Context: an optimization exercise on an open-source flow, tuned for small area, a short achievable clock period and few clock cycles per item. The choices shown serve that exercise and are no tape-out recipe. At most, simulation tests tie the RTL to the original design; equivalence was not proved. Power figures rest on the tool's default switching activity, not on a simulated workload.

==> flow/design.v <==
module calculator(
    input  wire        clk,
    input  wire        rst_n,
    input  wire        start,
    input  wire [1:0]  op,
    input  wire [15:0] a,
    input  wire [15:0] b,
    output wire [15:0] result,
    output reg         overflow,
    output reg         done,
    output reg         error
);
reg  [15:0] X, Y, R;
reg  [4:0]  cnt;         
reg         is_mul, is_div, subtr, addsub;    
reg         sel_q;       
wire [16:0] A = {R, Y[15] & ~is_mul};
wire [17:0] T;
pfx_add #(.W(17)) u_add (.a(A), .b({subtr, X}), .ci(subtr), .s(T[16:0]), .co(T[17]));
wire        cy = T[17];                  
wire [15:0] v = {R[11:0], Y[15:12]};
wire [15:0] top_x;
genvar gi;
generate
    for (gi = 0; gi < 16; gi = gi + 1) begin : tx
        if (gi == 15) begin : t
            assign top_x[gi] = 1'b1;
        end else begin : n
            assign top_x[gi] = &X[15:gi+1];
        end
    end
endgenerate
wire cnt_ge4  = |cnt[4:2];
wire skip_mul = cnt_ge4 & is_mul & (Y[15:12] == 4'd0);
wire skip_div = cnt_ge4 & is_div & (R[15:12] == 4'd0) & ~|(v & top_x);
wire skip     = skip_mul | skip_div;
wire use_t = addsub | (is_mul & Y[15]) | (is_div & cy);
wire q     = is_div & cy;
wire [4:0] cnt_m1 = cnt - 5'd1;
wire [4:0] cnt_m4 = cnt - 5'd4;
wire last = skip ? (cnt == 5'd4) : (cnt == 5'd1);
wire busy = |cnt;
wire b_zero    = (b == 16'd0);
wire st_div    = (op == 2'b11);
wire st_addsub = ~op[1];
wire ov_as  = busy & addsub;
wire ov_m   = busy & is_mul;
wire a15    = R[14];
wire ov_next = (overflow & ~ov_as)
             | (ov_m & (R[15] | (skip_mul & |R[14:12])))
             | (ov_m & ~skip_mul & Y[15] & T[16])
             | (ov_as & (a15 == X[15]) & (T[15] ^ a15));
always @(posedge clk) begin
    is_mul <= (op == 2'b10);
    is_div <= (op == 2'b11);
    subtr  <= op[0];
    addsub <= ~op[1];
    if (start) begin
        X      <= op[0] ? ~b : b;
        Y      <= {st_addsub ? a[0] : a[15], a[14:0]};
        R      <= st_addsub ? {1'b0, a[15:1]} : 16'd0;
        error  <= st_div & b_zero;
        sel_q  <= st_div & ~b_zero;
        overflow <= 1'b0;
    end else begin
        if (skip) begin
            R <= {R[11:0], Y[15:12]};
            Y <= {Y[11:0], 4'd0};
        end else begin
            R <= use_t ? T[15:0] : {R[14:0], Y[15]};
            Y <= {Y[14:0], q};
        end
        overflow <= ov_next;
    end
end
always @(posedge clk or negedge rst_n) begin
    if (!rst_n) begin
        cnt  <= 5'd0;
        done <= 1'b0;
    end else if (start) begin
        cnt  <= (st_div & b_zero) ? 5'd0 : (st_addsub ? 5'd1 : 5'd16);
        done <= st_div & b_zero;
    end else begin
        cnt  <= ~busy ? 5'd0 : (skip ? cnt_m4 : cnt_m1);
        done <= busy & last;
    end
end
assign result = sel_q ? Y : R;
endmodule
module pfx_add #(parameter W = 16) (
    input  wire [W-1:0] a,
    input  wire [W-1:0] b,
    input  wire         ci,
    output wire [W-1:0] s,
    output wire         co
);
    wire [W:0] g [0:5];
    wire [W:0] p [0:5];
    assign g[0] = {a & b, ci};
    assign p[0] = {a ^ b, 1'b0};
    genvar l, i;
    generate
        for (l = 0; l < 5; l = l + 1) begin : lvl
            for (i = 0; i <= W; i = i + 1) begin : bt
                if (i >= (1 << l)) begin : mg
                    assign g[l+1][i] = g[l][i] | (p[l][i] & g[l][i - (1 << l)]);
                    assign p[l+1][i] = p[l][i] & p[l][i - (1 << l)];
                end else begin : cp
                    assign g[l+1][i] = g[l][i];
                    assign p[l+1][i] = p[l][i];
                end
            end
        end
    endgenerate
    assign s  = p[0][W:1] ^ g[5][W-1:0];
    assign co = g[5][W];
endmodule
==> flow/config.mk <==
export PLATFORM = sky130hd
export DESIGN_NAME = calculator
export DESIGN_NICKNAME = calculator
export VERILOG_FILES = /design/flow/design.v
export SDC_FILE = /design/flow/constraint.sdc
export NUM_CORES = 4
export LEC_CHECK = 0
export ABC_CLOCK_PERIOD_IN_PS = 2000
export CAP_MARGIN = 20
export CORE_MARGIN = 2
export CORE_UTILIZATION = 40
export SETUP_SLACK_MARGIN = 1.5
export SLEW_MARGIN = 20
==> flow/constraint.sdc <==
create_clock -name core_clock -period 4.0 [get_ports {clk}]
set_input_delay 0.8000 -clock core_clock [delete_from_list [all_inputs] [get_ports {clk}]]
set_output_delay 0.8000 -clock core_clock [all_outputs]
set_load 0.01 [all_outputs]
standard.sh (not shown) runs the stock make flow with config.mk's settings and CLKGATE_MAP_FILE= SYNTH_SCRIPT=/design/flow/synth_recipe.tcl, a recipe that flattens the netlist after the stock synthesis.
==> flow/flow/run.sh <==
#!/bin/bash
# Own layout flow: the standard ORFS layout (standard.sh), with the port
# buffers that global placement inserts made plain buffers
# (sky130_fd_sc_hd__buf_1) instead of the delay cell buffer_ports picks by
# default. Every input and output port still gets its own buffer.
# Full tool output goes to flow.log in the work folder; ORFS's per-step logs
# stay under orfs/logs/.
set -euo pipefail
cd "$(dirname "$0")/.."
bash standard.sh "BUFFER_PORTS_ARGS=-buffer_cell sky130_fd_sc_hd__buf_1" finish > flow.log 2>&1
Change:
ABC_AREA = 1   (was not set)
ABC_CLOCK_PERIOD_IN_PS = not set   (was 2000)
CORE_UTILIZATION = 50   (was 40)
SETUP_SLACK_MARGIN = 1.6   (was 1.5)
After rerunning:
- non-clock buffer count goes down by 13
- setup slack gains 0.42 ns
- cell count is higher by 26%
- clock-buffer cell count decreases by 3
- maximum frequency grows by 18%
- combinational power shrinks by about 5%
Change:
ABC_AREA = not set   (was 1)
ABC_CLOCK_PERIOD_IN_PS = 1500   (was not set)
CORE_UTILIZATION = 40   (was 50)
SETUP_SLACK_MARGIN = 1.5   (was 1.6)
Core utilization falls by 6.7 points.
Sequential share of layout area rises by 0.18 points.
Area after synthesis falls by a little under a tenth.
Clock-buffer cell count rises by 3.
Clock power barely changes.
Function was not checked in any run of this note: the RTL went through the layout flow alone.

calculator, a different RTL version from the one above (not shown whole).
Size in the first run: roughly 460 cells after synthesis, roughly 56 I/O pins, ~0.0043 mm^2 of cells after synthesis.
export LEC_CHECK = 0
export ABC_CLOCK_PERIOD_IN_PS = 1200
export CAP_MARGIN = 20
export CORE_MARGIN = 2
export CORE_UTILIZATION = 40
export SETUP_SLACK_MARGIN = 1.8
export SLEW_MARGIN = 20
create_clock -name core_clock -period 4.0 [get_ports {clk}]
run.sh (not shown) runs the stock make flow with config.mk's settings and CLKGATE_MAP_FILE= SYNTH_SCRIPT=/design/flow/synth_recipe.tcl, a recipe that flattens the netlist after the stock synthesis.
Stock flow here: none of the scripts above is used.
The first run ran to the end with no violations.
Testbench counts at the start, summed over its fixed seeds: cycles 19,963, ops 3,200.
Then changed:
ABC_CLOCK_PERIOD_IN_PS = 2000   (was 1200)
SETUP_SLACK_MARGIN = 1.0   (was 1.8)
- The changed run produced a clean layout
- routed wire length is lower by 12%
- register-to-register slack is worse by 0.24 ns
- non-clock buffer count goes down by 22
- first-iteration DRC count drops by 4.5%
Then changed:
==> flow/flow/run.sh (new file) <==
#!/bin/bash
# Own layout flow: the standard ORFS layout (standard.sh), with the port
# buffers that global placement inserts made plain buffers
# (sky130_fd_sc_hd__buf_1) instead of the delay cell buffer_ports picks by
# default. Every input and output port still gets its own buffer.
# Full tool output goes to flow.log in the work folder; ORFS's per-step logs
# stay under orfs/logs/.
set -euo pipefail
cd "$(dirname "$0")/.."
bash standard.sh "BUFFER_PORTS_ARGS=-buffer_cell sky130_fd_sc_hd__buf_1" finish > flow.log 2>&1
==> flow/standard.sh (new file) <==
#!/bin/bash
# synth_recipe.tcl (not shown) runs the flow's synth.tcl, then flattens the netlist and writes it again
# the make line also repeats each setting of config.mk as NAME=value (left out here)
make -C /OpenROAD-flow-scripts/flow DESIGN_CONFIG=/design/flow/config.mk WORK_HOME=/design/flow/orfs CLKGATE_MAP_FILE= SYNTH_SCRIPT=/design/flow/synth_recipe.tcl "${@:-finish}"
ABC_CLOCK_PERIOD_IN_PS = 1500   (was 2000)
CORE_UTILIZATION = 65   (was 40)
SETUP_SLACK_MARGIN = 1.5   (was 1.0)
removed: flow/run.sh
Outcome:
- The new run went through all stages and came out clean
- non-clock buffer count rose by 18
- design area is higher by 3.1%
- routed wire length came out higher by 15%
- final cell count fell by about 6%
- via count climbs by about 15%
Then changed:
CORE_UTILIZATION = 40   (was 65)
Outcome:
- count of clock-buffer cells in the layout is lower by 1
- worst hold slack improved by 0.020 ns
- setup slack improved by 0.10 ns
Then changed:
==> flow/run.sh (new file) <==
#!/bin/bash
# synth_recipe.tcl (not shown) runs the flow's synth.tcl, then flattens the netlist and writes it again
# the make line also repeats each setting of config.mk as NAME=value (left out here)
make -C /OpenROAD-flow-scripts/flow DESIGN_CONFIG=/design/flow/config.mk WORK_HOME=/design/flow/orfs CLKGATE_MAP_FILE= SYNTH_SCRIPT=/design/flow/synth_recipe.tcl finish
removed: flow/flow/run.sh
removed: flow/standard.sh
What happened: Cell area came out higher by 6.0%. Maximum frequency stays flat. Synthesized cell count is unchanged. Power came out higher by 0.54%. Setup slack stays flat.

## south
Another version of the RTL of calculator (not shown whole).
Size: roughly 660 cells after synthesis, ~59 flip-flops, roughly 56 I/O pins, ~4300 sq um of cells after synthesis.
export LEC_CHECK = 0
export ABC_AREA = 1
export CAP_MARGIN = 20
export CORE_MARGIN = 2
export CORE_UTILIZATION = 50
export SETUP_SLACK_MARGIN = 1.7
export SLEW_MARGIN = 20
export TNS_END_PERCENT = 5
create_clock -name core_clock -period 4.0 [get_ports {clk}]
standard.sh (not shown) runs the stock make flow with config.mk's settings and CLKGATE_MAP_FILE= SYNTH_SCRIPT=/design/flow/synth_recipe.tcl, a recipe that flattens the netlist after the stock synthesis.
==> flow/flow/run.sh <==
#!/bin/bash
# Own layout flow: the standard ORFS layout (standard.sh), with the port
# buffers that global placement inserts made plain buffers
# (sky130_fd_sc_hd__buf_1) instead of the delay cell buffer_ports picks by
# default. Every input and output port still gets its own buffer.
# Full tool output goes to flow.log in the work folder; ORFS's per-step logs
# stay under orfs/logs/.
set -euo pipefail
cd "$(dirname "$0")/.."
bash standard.sh "BUFFER_PORTS_ARGS=-buffer_cell sky130_fd_sc_hd__buf_1" finish > flow.log 2>&1
south finished all stages; the layout is clean.
Testbench counts of south, summed over its fixed seeds: cycles 20,242, ops 3,200.
## Diff of input files: north against south
Settings: SETUP_SLACK_MARGIN now 1.5, was 1.7; TNS_END_PERCENT now 10, was 5.
Notes after the runs:
- NOTE: required time reported for the critical path endpoint in north exceeds that of south
- Share of the cycle needed by the critical path after routing is higher on north
- Compared with south, north shows maximum clock rate lower by 37 MHz.

Starting RTL as in the previous note.
Settings: LEC_CHECK=0, ABC_AREA=1, CAP_MARGIN=20, CORE_MARGIN=2, CORE_UTILIZATION=55, SETUP_SLACK_MARGIN=1.65, SLEW_MARGIN=20; clock period 4.0 ns.
Scripts as last shown in full above: flow/flow/run.sh
The starting point went through all stages and came out clean.
Testbench counts at the start, summed over its fixed seeds: cycles 20,242, ops 3,200.
Then changed:
- CAP_MARGIN: 20 -> 10
- CORE_UTILIZATION: 55 -> 50
- SETUP_SLACK_MARGIN: 1.65 -> 1.6
- SLEW_MARGIN: 20 -> 10
What happened: Via count drops by a few percent; synthesized area is unchanged; die area climbs by roughly a tenth; register-to-register slack is better by 0.04 ns; global-route usage drops by 3.2 points; flip-flop and latch count stays the same; power drops slightly.
Then changed:
- ABC_AREA: 1 -> not set
- ABC_CLOCK_PERIOD_IN_PS: not set -> 1500
- CAP_MARGIN: 10 -> 20
- CORE_UTILIZATION: 50 -> 40
- SETUP_SLACK_MARGIN: 1.6 -> 1.5
- SLEW_MARGIN: 10 -> 20
First-iteration DRC count drops by about 37%.
Final area climbs by about 10%.
Core utilization drops by 6.4 points.
Final cell count drops by 17%.
Flip-flop and latch count stays the same.

calculator, a different RTL version from the one above (not shown whole).
Size in the first run: ~60 flip-flops, about 56 I/O pins, ~4100 um2 of cells after synthesis.
export LEC_CHECK = 0
export ABC_CLOCK_PERIOD_IN_PS = 1000
export CAP_MARGIN = 20
export CORE_MARGIN = 2
export CORE_UTILIZATION = 40
export SETUP_SLACK_MARGIN = 2.0
export SLEW_MARGIN = 20
create_clock -name core_clock -period 4.0 [get_ports {clk}]
run.sh (not shown) runs the stock make flow with config.mk's settings and CLKGATE_MAP_FILE= SYNTH_SCRIPT=/design/flow/synth_recipe.tcl, a recipe that flattens the netlist after the stock synthesis.
Stock flow here: none of the scripts above is used.
==> next run, changes <==
- ABC_CLOCK_PERIOD_IN_PS: 1000 -> 1500
- SETUP_SLACK_MARGIN: 2.0 -> 1.5
Synthesized area does not change.
Global-route usage decreases by 1.7 points.
Final area falls by 4.9%.
Combinational power drops by 10%.
Worst setup slack loses 0.082 ns.
Power falls by 6.1%.
Cell count decreases by 1.5%.
Routed wire length falls by 5.2%.
Sequential share of layout area rises by 1.3 points.
First-iteration DRC count goes down by 25%.
Die area is unchanged.
Function was not checked in any run of this note: the RTL went through the layout flow alone.

Another version of the RTL of calculator (not shown whole).
Size: ~460 cells after synthesis, about 61 flip-flops, roughly 56 I/O pins, about 0.0042 mm^2 of cells after synthesis.
make LEC_CHECK=0 ABC_CLOCK_PERIOD_IN_PS=1800 CAP_MARGIN=20 CORE_MARGIN=2 CORE_UTILIZATION=40 SETUP_SLACK_MARGIN=2.0 SLEW_MARGIN=20 finish   # period 4.0 ns
Then changed:
--- a/flow/config.mk
+++ b/flow/config.mk
@@ -7,3 +7,2 @@
 export LEC_CHECK = 0
-export ABC_CLOCK_PERIOD_IN_PS = 1800
 export CAP_MARGIN = 20
@@ -11,3 +10,2 @@
 export CORE_UTILIZATION = 40
-export SETUP_SLACK_MARGIN = 2.0
 export SLEW_MARGIN = 20
Global-route usage falls by 1.1 points. Sequential cell count is unchanged. Synthesized cell count does not change. Non-clock buffer count fell by 47. Clock power rose by a few percent. Maximum frequency decreases by about a fifth. Combinational power goes down by a quarter to a third. Power shrinks by about a fifth. Clock-buffer cell count went up by 1. Design area falls by about a fifth. Routed wire length drops by a little under a tenth.
No run of this note included a check of the RTL's function; only the layout flow was run.

Setup of lane 1:
calculator with an RTL version that a note above also has.
For scale: about 660 cells after synthesis, ~59 flip-flops, about 56 I/O pins, ~4300 sq um of cells after synthesis.
clock: 4.0 ns
lec_check: 0
abc_area: 1
cap_margin: 20
core_margin: 2
core_utilization: 50
gpl_routability_driven: 0
setup_slack_margin: 1.6
slew_margin: 20
standard.sh (not shown) runs the stock make flow with config.mk's settings and CLKGATE_MAP_FILE= SYNTH_SCRIPT=/design/flow/synth_recipe.tcl, a recipe that flattens the netlist after the stock synthesis.
Scripts as last shown in full above: flow/flow/run.sh
Testbench counts of lane 1, summed over its fixed seeds: cycles 20,242, ops 3,200.
diff inputs: lane 1 => lane 2
- GPL_ROUTABILITY_DRIVEN removed (was 0)
--- outcome ---
[compare] base=lane 1 new=lane 2: flip-flop and latch count was more or less identical; multi-input combinational cell count went down by 0.39%; count of non-CTS inverters in the layout was more or less identical; total met2 wirelength after detailed routing went down by about 4%; number of ports placed on the die boundary was more or less identical.
Re layout overhead on the synthesized area: lane 2 is 0.55 points down on lane 1.
There was hardly any difference in global-route usage between lane 2 and lane 1.
Compared to lane 1, the router laid down less metal wire for lane 2.
Compared to lane 1, lane 2 has final-layout clock-cell area share 0.50 points higher.
Going from lane 1 to lane 2, the relative contribution of combinational cells to total power was found to have gone down by 1.1 points.
Here is what was changed in the inputs of lane 3 compared with lane 2.
- swapping 1.6 for 1.75 in SETUP_SLACK_MARGIN
==> comparison <==
- Taking lane 2 as the reference point, the post-route cell area of lane 3 rises by about 5.6%.
- Sort lane 3 and lane 2 by share of final layout cell area taken by non-clock buffers, ascending, and lane 2 comes first.
- Lane 3 reports a lower fraction of power consumed by the clock network than lane 2 does.
- Per the comparison of lane 3 with lane 2, highest attainable clock frequency now sits higher, setup slack saw an increase, wire length now sits higher, final period demand of the worst path -0.074 ns.
- Any difference in synthesized area between lane 3 and lane 2 is small enough to ignore.
#### Input delta (lane 4 over lane 3)
- SETUP_SLACK_MARGIN changed from 1.75 to 1.65
- TNS_END_PERCENT newly set to 10
Findings:
Summary of lane 4 over lane 3: wire length lower; critical path depth higher; synthesized flop and latch total comparable; area growth from synthesis to final layout has decreased.
Reported for lane 3 and lane 4, synthesized cell count turned out identical to the last digit.
The minimum period implied by the final worst setup slack in lane 4 sits 0.069 ns above the value recorded for lane 3.
Core utilization, lane 3 and lane 4: smaller value in lane 4
The capturing element of the worst setup path comes out result[8] in one run and R[14]$_DFF_P_ in the other, namely in lane 3 and lane 4 respectively.
Input changes introduced in lane 5 (baseline for comparison: lane 4):
- SETUP_SLACK_MARGIN now 1.6, was 1.65
- PLACE_DENSITY now 0.75, previously not set
- TNS_END_PERCENT no longer set, was 10
## What came out
- End point of the critical path: done$_DFF_PN0_ -> lane 5, R[14]$_DFF_P_ -> lane 4
- Lane 5 gives less worst hold-check slack than lane 4 did.
- Final critical path time including I/O delays and setup: lane 5 higher than lane 4
- On first-pass GRT wire length: lane 5 sits below lane 4.
- Going from lane 4 to lane 5, final instance area has increased, non-clock buffer instance count of the final layout has increased, count of clock-buffer cells in the layout has decreased, vias after detailed routing has increased.
- Lane 5 ends up with lower cell-internal power than lane 4 does.
- Going from lane 4 to lane 5, via count of the first global-routing pass went down 75, area growth from synthesis to layout shows an increase of 1.4 points, proportion of cell area occupied by registers decreased by 0.34 points relative to the old numbers.

## what the ideal ports hide
In the flow no input, the clock included, has a driving cell. The finished layouts below were timed again as built, in two steps. Step 1 sets driving cells, clkbuf_16 on the clock port and buf_2 on the other inputs (assumed; they add their load-dependent delay and slew). Step 2 times the ports against the registers' clock, not the clock port: input delays grow and output delays shrink by t, the midpoint of the rising clock arrivals with the driver on. a / b / c = no drivers / after step 1 / after step 2; a / b = the first two.
run | t, ns | slack for setup (ns) | latest minus earliest clock arrival (ns) | worst slew at a driven data input, ns
the first run of note 1 | 0.377 | 1.298 / 1.298 / 1.298 | 0.012 / 0.013 | 0.04
the second run of note 1 | 0.366 | 1.715 / 1.715 / 1.592 | 0.012 / 0.012 | 0.03
the third run of note 1 | 0.377 | 1.298 / 1.298 / 1.298 | 0.012 / 0.013 | 0.04
the first run of note 2 | 0.386 | 1.352 / 1.352 / 1.352 | 0.006 / 0.006 | 0.04
the second run of note 2 | 0.389 | 1.110 / 1.110 / 1.110 | 0.020 / 0.020 | 0.03
the third run of note 2 | 0.381 | 1.258 / 1.258 / 1.258 | 0.021 / 0.021 | 0.04
the fourth run of note 2 | 0.373 | 1.362 / 1.362 / 1.362 | 0.013 / 0.013 | 0.04
the fifth run of note 2 | 0.381 | 1.363 / 1.363 / 1.353 | 0.010 / 0.010 | 0.04
south | 0.368 | 1.789 / 1.756 / 1.577 | 0.008 / 0.008 | 0.04
north | 0.372 | 1.591 / 1.591 / 1.527 | 0.013 / 0.013 | 0.04
the first run of note 4 | 0.373 | 1.718 / 1.718 / 1.718 | 0.013 / 0.013 | 0.04
the second run of note 4 | 0.371 | 1.759 / 1.759 / 1.577 | 0.008 / 0.008 | 0.04
the third run of note 4 | 0.376 | 1.526 / 1.526 / 1.526 | 0.014 / 0.014 | 0.05
the first run of note 5 | 0.382 | 1.276 / 1.276 / 1.276 | 0.015 / 0.014 | 0.04
the second run of note 5 | 0.372 | 1.194 / 1.194 / 1.194 | 0.012 / 0.012 | 0.04
the first run of note 6 | 0.381 | 1.063 / 1.063 / 1.063 | 0.016 / 0.016 | 0.04
the second run of note 6 | 0.376 | 0.430 / 0.430 / 0.430 | 0.017 / 0.017 | 0.04
lane 1 | 0.372 | 1.744 / 1.714 / 1.615 | 0.010 / 0.010 | 0.03
lane 2 | 0.371 | 1.755 / 1.755 / 1.585 | 0.009 / 0.008 | 0.04
lane 3 | 0.373 | 1.830 / 1.797 / 1.594 | 0.011 / 0.011 | 0.04
lane 4 | 0.368 | 1.761 / 1.744 / 1.586 | 0.011 / 0.010 | 0.04
lane 5 | 0.388 | 1.688 / 1.688 / 1.688 | 0.009 / 0.008 | 0.03
After both steps setup and hold are still met in every run listed. For lane 3, which loses most, drivers alone change the setup slack by -0.033 ns; drivers and shift together by -0.236 ns.
